What follows belongs to an exercise in optimizing a design on an open flow for small area, a short achievable clock period and few clock cycles per item; a production flow would make more cautious choices.
Only simulation tests tie the RTL to the original design; equivalence was not proved.

==> flow/design.v (excerpt) <==
module rs_decoder_90_64 (
    input  clk,
    input  rst_n,
    input  start,
    input  [719:0] received_code,
    output [511:0] decoded_data,
    output [4:0] errors_detected,
    output error_corrected,
    output [6:0] error_position,
    output reg valid_out,
    output decode_success
);
    reg p1, p2, p3;
    wire p0 = ~(p1 | p2 | p3);
    reg [63:0] acc;     
    reg [255:0] u;
    wire [255:0] un;
    assign un[7:0] = ({8{p0}} & received_code[7:0]) | ({8{p1}} & received_code[263:256]) | ({8{p2}} & received_code[519:512]);
    assign un[15:8] = ({8{p0}} & received_code[15:8]) | ({8{p1}} & received_code[271:264]) | ({8{p2}} & received_code[527:520]);
    assign un[23:16] = ({8{p0}} & received_code[23:16]) | ({8{p1}} & received_code[279:272]) | ({8{p2}} & received_code[535:528]);
    assign un[31:24] = ({8{p0}} & received_code[31:24]) | ({8{p1}} & received_code[287:280]) | ({8{p2}} & received_code[543:536]);
    assign un[39:32] = ({8{p0}} & received_code[39:32]) | ({8{p1}} & received_code[295:288]) | ({8{p2}} & received_code[551:544]);
    assign un[47:40] = ({8{p0}} & received_code[47:40]) | ({8{p1}} & received_code[303:296]) | ({8{p2}} & received_code[559:552]);
    assign un[55:48] = ({8{p0}} & received_code[55:48]) | ({8{p1}} & received_code[311:304]) | ({8{p2}} & received_code[567:560]);
    assign un[63:56] = ({8{p0}} & received_code[63:56]) | ({8{p1}} & received_code[319:312]) | ({8{p2}} & received_code[575:568]);
    assign un[71:64] = ({8{p0}} & received_code[71:64]) | ({8{p1}} & received_code[327:320]) | ({8{p2}} & received_code[583:576]);
  ...
clock: 12.0 ns
lec_check: 0
cap_margin: 40
core_area: 10 10 690 690
die_area: 0 0 700 700
setup_slack_margin: 5
slew_margin: 40
standard.sh (not shown) runs the stock make flow with config.mk's settings and CLKGATE_MAP_FILE= SYNTH_SCRIPT=/design/flow/synth_recipe.tcl, a recipe that flattens the netlist after the stock synthesis.
==> flow/flow/run.sh <==
#!/bin/bash
# The standard layout (standard.sh: standard synthesis, floorplan, place, CTS, route),
# with one change on the make command line: the port buffers that global placement
# inserts use the smallest buffer cell (timing repair resizes the ones that matter).
# Every tool's output stays in orfs/logs; make's own output goes to standard.log.
set -euo pipefail
bash standard.sh "BUFFER_PORTS_ARGS=-buffer_cell sky130_fd_sc_hd__buf_1" finish > standard.log 2>&1
Testbench counts at the start, summed over its fixed seeds: cycles 1,920, items 384.
Edit:
==> flow/flow/run.sh (replaced) <==
#!/bin/bash
# The standard layout (standard.sh: standard synthesis, floorplan, place, CTS, route),
# with two settings changed on the make command line:
#  - the port buffers that global placement inserts use the smallest buffer cell
#    (timing repair resizes the ones that matter);
set -euo pipefail
bash standard.sh "BUFFER_PORTS_ARGS=-buffer_cell sky130_fd_sc_hd__buf_1" \
    "SETUP_SLACK_MARGIN=5.5" finish > standard.log 2>&1
=>
- fmax went up by about 2.8%
- die area stays the same
- via count came out lower by 0.74%
- utilization goes up by 0.62 points
- final area goes up by 2.4%
- first-iteration DRC count goes up by 0.36%
Edit:
Settings changed: CORE_AREA 10 10 690 690 to 10 10 590 590, DIE_AREA 0 0 700 700 to 0 0 600 600.
Outcome: Via count goes up by a few percent. Setup slack is worse by 190 ps. First-iteration DRC count goes up by about a fifth. Register-to-register slack is worse by 190 ps. Clock skew goes up by 24 ps. Cell area goes down by a few percent.

* * *

## xenon
Another version of the RTL of rs_decoder_90_64 (not shown whole).
Size: about 13000 cells after synthesis, about 600 flip-flops, ~1300 I/O pins.
export LEC_CHECK = 0
export CAP_MARGIN = 40
export CORE_AREA = 10 10 690 690
export DIE_AREA = 0 0 700 700
export SETUP_SLACK_MARGIN = 5
export SLEW_MARGIN = 40
create_clock -name core_clock -period 12.0 [get_ports {clk}]
==> flow/flow/run.sh <==
#!/bin/bash
# The standard layout (standard.sh: standard synthesis, floorplan, place, CTS, route),
# with two settings changed on the make command line:
#  - the port buffers that global placement inserts use the smallest buffer cell
#    (timing repair resizes the ones that matter);
set -euo pipefail
bash standard.sh "BUFFER_PORTS_ARGS=-buffer_cell sky130_fd_sc_hd__buf_1" \
    "SETUP_SLACK_MARGIN=5.5" finish > standard.log 2>&1
xenon: no failed stages, no open violations at the end
Testbench counts of xenon, summed over its fixed seeds: cycles 1,920, items 384.
diff inputs: xenon => garnet
==> flow/flow/run.sh <==
#!/bin/bash
# The standard layout (standard.sh: standard synthesis, floorplan, place, CTS, route),
# with one change on the make command line: the port buffers that global placement
# inserts use the smallest buffer cell (timing repair resizes the ones that matter).
# Every tool's output stays in orfs/logs; make's own output goes to standard.log.
set -euo pipefail
bash standard.sh "BUFFER_PORTS_ARGS=-buffer_cell sky130_fd_sc_hd__buf_1" finish > standard.log 2>&1
==> comparison <==
In the metrics for xenon and garnet, the one carrying the lower measured slew at the worst slew-check pin is xenon.
Looking at share of the final layout cell area in multi-input gates, garnet sits 0.28 points higher than xenon does.
Total of fill cells in the finished design across xenon and garnet: no real change.
As far as sequential cell area is concerned, xenon and garnet perform about the same.
Diff xenon -> garnet | via count | down slightly
When the final numbers for xenon and garnet were put side by side, the non-clock buffer count turned out to be greater in xenon.
sky130_fd_sc_hd__nand4_1 as the cell with the largest stage delay on the worst path was reported by garnet, and sky130_fd_sc_hd__nor4_4 by xenon.
There was hardly any difference in sequential share of layout area between xenon and garnet.
garnet vs xenon: final instance area down
The following lists how pepper was set up differently from garnet:
==> flow/run.sh (new file) <==
#!/bin/bash
# synth_recipe.tcl (not shown) runs the flow's synth.tcl, then flattens the netlist and writes it again
# the make line also repeats each setting of config.mk as NAME=value (left out here)
make -C /OpenROAD-flow-scripts/flow DESIGN_CONFIG=/design/flow/config.mk WORK_HOME=/design/flow/orfs CLKGATE_MAP_FILE= SYNTH_SCRIPT=/design/flow/synth_recipe.tcl finish
removed: flow/flow/run.sh
removed: flow/standard.sh
### Flow results
garnet reports its launch point of the worst path as acc[60] while pepper reports t22[0].
pepper completed end to end with timing, DRC and antenna clean.
Compared to garnet, pepper has wire length after detailed routing 2.6% lower.
Cell count after placement, pepper vs garnet: down slightly

* * *

Another version of the RTL of rs_decoder_90_64 (not shown whole).
Size in the first run: roughly 12,000 cells after synthesis, about 1,300 I/O pins.
Settings: LEC_CHECK=0, CAP_MARGIN=40, CORE_AREA=10 10 690 690, DIE_AREA=0 0 700 700, SETUP_SLACK_MARGIN=5, SLEW_MARGIN=40; clock period 12.0 ns.
==> flow/flow/run.sh <==
#!/bin/bash
# The standard layout (standard.sh: standard synthesis, floorplan, place, CTS, route),
# with one change on the make command line: the port buffers that global placement
# inserts use the smallest buffer cell (timing repair resizes the ones that matter).
# Every tool's output stays in orfs/logs; make's own output goes to standard.log.
set -euo pipefail
bash standard.sh "BUFFER_PORTS_ARGS=-buffer_cell sky130_fd_sc_hd__buf_1" finish > standard.log 2>&1
The baseline ran to the end with no violations.
Testbench counts at the start, summed over its fixed seeds: cycles 1,920, items 384.
Change:
==> flow/run.sh (new file) <==
#!/bin/bash
# synth_recipe.tcl (not shown) runs the flow's synth.tcl, then flattens the netlist and writes it again
# the make line also repeats each setting of config.mk as NAME=value (left out here)
make -C /OpenROAD-flow-scripts/flow DESIGN_CONFIG=/design/flow/config.mk WORK_HOME=/design/flow/orfs CLKGATE_MAP_FILE= SYNTH_SCRIPT=/design/flow/synth_recipe.tcl finish
removed: flow/flow/run.sh
removed: flow/standard.sh
Effect: Clock-buffer cell count goes down by 8. Sequential share of layout area went down by 0.18 points. Die area stays the same. Clock skew went up by 0.051 ns. Non-clock buffer count went down by 84. Wire length falls by 1.1%. Final area rises by 4.4%. Worst hold slack gains 0.016 ns. Global-route usage decreases by 0.56 points.

## separate check: timing with driven ports
Ports are ideal in the flow. The routed layouts listed here were re-timed in OpenROAD. Step 1 (the two cells are an assumption about what drives the block):
set clk [get_ports {clk}]
set_driving_cell -lib_cell sky130_fd_sc_hd__clkbuf_16 $clk
set_driving_cell -lib_cell sky130_fd_sc_hd__buf_2 [delete_from_list [all_inputs] $clk]
Step 2, shift: input delay + t, output delay - t, t = (earliest + latest rising clock arrival at the registers) / 2. This alone moves slack from input paths to output paths. Three values: ideal ports, drivers, drivers and shift; two values: the first two.
run	shift t [ns]	slack for setup (ns)	worst register clock-pin slew, ns	worst slew at a driven data input, ns	cell pins on the clock port's net
the first run of note 1	0.951	4.687 / 4.687 / 4.687	0.08 / 0.08	0.53	1
the second run of note 1	0.949	4.885 / 4.885 / 4.885	0.10 / 0.10	0.45	1
the third run of note 1	0.934	4.692 / 4.692 / 4.692	0.09 / 0.09	0.42	1
xenon	1.025	4.831 / 4.739 / 5.177	0.10 / 0.10	0.58	1
garnet	1.022	4.625 / 4.534 / 4.847	0.09 / 0.09	0.53	1
pepper	1.000	4.718 / 4.718 / 4.718	0.08 / 0.08	0.86	1
the first run of note 3	0.980	4.704 / 4.605 / 4.704	0.08 / 0.08	0.33	1
the second run of note 3	1.005	4.533 / 4.533 / 4.533	0.09 / 0.09	0.29	1
After both steps every run listed still meets setup and hold.
